Background: an optimization exercise with open tools, aiming at small area. Do not read the settings as production practice. In this exercise RTL edits were held to simulation tests only and were not proved equivalent to the original. The flow treats the clock pin as an ideal source, which a real chip does not have. No activity file was given, so power comes from the tool's default toggle rates.

## spi_ram
module spi_ram(clk,rst_n,ss_n,mosi,miso);
input clk,rst_n,ss_n,mosi;
output miso;
wire [15:0] we, nwe;
wire [7:0] wdata, rdata;
wire [15:0] rgrp;
ram r(clk,we,nwe,wdata,rgrp,rdata);
spi_slave s(clk,rst_n,ss_n,mosi,miso,we,nwe,wdata,rgrp,rdata);
endmodule
Size in the first run: roughly 2,500 cells after synthesis, ~2,100 flip-flops.
==> module spi_slave, before the edit <==
module spi_slave(clk, rst_n, ss_n, mosi, miso, we, nwe, wdata, rgrp, rdata);
input clk, rst_n, ss_n, mosi;
output miso;
output [15:0] we, nwe;
output [7:0] wdata;
output [15:0] rgrp;
input [7:0] rdata;
reg [4:0] cnt;         
reg [3:0] ph;          
reg wpend;             
reg m1;                
reg ta, tw;            
reg [7:0] addr;        
reg [7:0] wa, wd;      
reg [7:0] rb;          
wire typ = (cnt == 5'd3);                      
wire body = (cnt >= 5'd4) & (cnt <= 5'd11);    
wire write = (cnt == 5'd11) & tw;
wire commit = wpend & (ph == wa[3:0]);
wire shift_out = (cnt >= 5'd15) & (cnt <= 5'd21);
wire bypass = commit & (wa[7:4] == addr[7:4]);
always @(posedge clk or negedge rst_n)
  if (~rst_n) begin
    cnt <= 5'd0;
    ph <= 4'd0;
    wpend <= 1'b0;
  end else begin
    ph <= ph + 4'd1;
    if (ss_n)
      cnt <= 5'd0;
    else if (cnt != 5'd31)
      cnt <= cnt + 5'd1;
    if (write)
      wpend <= 1'b1;
    else if (commit)
      wpend <= 1'b0;
  end
always @(posedge clk) begin
  m1 <= mosi;
  if (typ) begin
    ta <= ~mosi;
    tw <= mosi & ~m1;
  end
  if (body & ta)
    addr <= {addr[6:0], mosi};
  if (body & tw)
    wd <= {wd[6:0], mosi};
  if (write)
    wa <= addr;
  if (shift_out)
    rb <= {rb[6:0], 1'b0};
  else if (ph == addr[3:0])
    rb <= bypass ? wd : rdata;
end
assign miso = rb[7];
assign wdata = wd;
assign rgrp = 16'd1 << addr[7:4];
assign we = commit ? (16'd1 << wa[7:4]) : 16'd0;
assign nwe = ~we;
endmodule
==> module ram, before the edit <==
module ram(clk, we, nwe, wdata, rgrp, rdata);
input clk;
input [15:0] we;       
input [15:0] nwe;      
input [7:0] wdata;
input [15:0] rgrp;     
output [7:0] rdata;    
wire [127:0] sel;
genvar g;
generate
  for (g = 0; g < 16; g = g + 1) begin : grp
    reg [127:0] r;     
    always @(posedge clk)
      r <= {r[119:0], {8{we[g]}} & wdata | {8{nwe[g]}} & r[127:120]};
    assign sel[8*g+7:8*g] = rgrp[g] ? r[127:120] : 8'd0;
  end
endgenerate
assign rdata = sel[7:0] | sel[15:8] | sel[23:16] | sel[31:24]
             | sel[39:32] | sel[47:40] | sel[55:48] | sel[63:56]
             | sel[71:64] | sel[79:72] | sel[87:80] | sel[95:88]
             | sel[103:96] | sel[111:104] | sel[119:112] | sel[127:120];
endmodule
clock: 10.0 ns
lec_check: 0
cap_margin: 40
core_margin: 2
core_utilization: 70
slew_margin: 40
synth_hierarchical: 1
standard.sh (not shown) runs the stock make flow with config.mk's settings and CLKGATE_MAP_FILE= SYNTH_SCRIPT=/design/flow/synth_recipe.tcl, a recipe that flattens the netlist after the stock synthesis.
==> flow/flow/run.sh <==
#!/bin/bash
# The standard layout, with two changes to clock tree synthesis: the sinks are
# clustered under clkbuf_8 leaf buffers without dummy loads, and afterwards
# post_cts.tcl upsizes every clock buffer whose sinks see a slow clock edge.
set -euo pipefail
here=$(pwd)
export CTS_ARGS="-sink_clustering_enable -repair_clock_nets -sink_clustering_size ${CTS_SIZE:-20} -sink_clustering_max_diameter ${CTS_DIAM:-60} -buf_list sky130_fd_sc_hd__clkbuf_8 -dont_use_dummy_load"
export POST_CTS_TCL="$here/flow/post_cts.tcl"
export CLK_SLEW_TARGET="${CLK_SLEW_TARGET:-0.115}"
bash standard.sh > "$here/standard.log" 2>&1
Other scripts of this flow, unchanged in this note and not shown: flow/flow/post_cts.tcl
The starting point went through all stages and came out clean.
Rerun with:
--- a/flow/design.v
+++ b/flow/design.v
@@ -18,7 +18,6 @@
 wire write = (cnt == 5'd11) & tw;
 wire commit = wpend & (ph == wa[3:0]);
 wire shift_out = (cnt >= 5'd15) & (cnt <= 5'd21);
-wire bypass = commit & (wa[7:4] == addr[7:4]);
 always @(posedge clk or negedge rst_n)
   if (~rst_n) begin
     cnt <= 5'd0;
@@ -50,7 +49,7 @@
   if (shift_out)
     rb <= {rb[6:0], 1'b0};
   else if (ph == addr[3:0])
-    rb <= bypass ? wd : rdata;
+    rb <= rdata;
 end
 assign miso = rb[7];
 assign wdata = wd;
@@ -70,9 +69,10 @@
 generate
   for (g = 0; g < 16; g = g + 1) begin : grp
     reg [127:0] r;     
+    wire [7:0] ins = {8{we[g]}} & wdata | {8{nwe[g]}} & r[127:120];
     always @(posedge clk)
-      r <= {r[119:0], {8{we[g]}} & wdata | {8{nwe[g]}} & r[127:120]};
-    assign sel[8*g+7:8*g] = rgrp[g] ? r[127:120] : 8'd0;
+      r <= {r[119:0], ins};
+    assign sel[8*g+7:8*g] = rgrp[g] ? ins : 8'd0;
   end
 endgenerate
 assign rdata = sel[7:0] | sel[15:8] | sel[23:16] | sel[31:24]
What happened:
- The new run completed without violations
- count of clock-buffer cells in the layout decreases by 1
- clock skew decreases by 21 ps
- die area is about the same
- hold slack improved by 23 ps
- design area decreases by 0.56%
- sequential power is about the same
- wire length increases by 0.31%
- synthesized area hardly moves
- power is about the same
- synthesized cell count decreases by 0.71%
- fmax decreases by 4.4%

what the ideal ports hide:
In the flow no input, the clock included, has a driving cell. The finished layouts below were timed again as built, in two steps.
Step 1: set_driving_cell puts a clkbuf_16 on clk and a buf_2 on each other input, an assumption about the parent block.
Step 2 also shifts input and output timing later by t, the mid clock arrival at the registers, as if the neighbouring blocks saw the same clock.
a / b / c = ideal / step 1 / step 2; a / b = the first two.
| run | t, ns | setup slack, ns | worst register clock-pin slew, ns |
|---|---|---|---|
| the first run | 0.677 | 6.492 / 6.427 / 6.937 | 0.12 / 0.12 |
| the second run | 0.677 | 6.332 / 6.289 / 6.332 | 0.12 / 0.12 |
After both steps setup and hold are still met in every run listed.
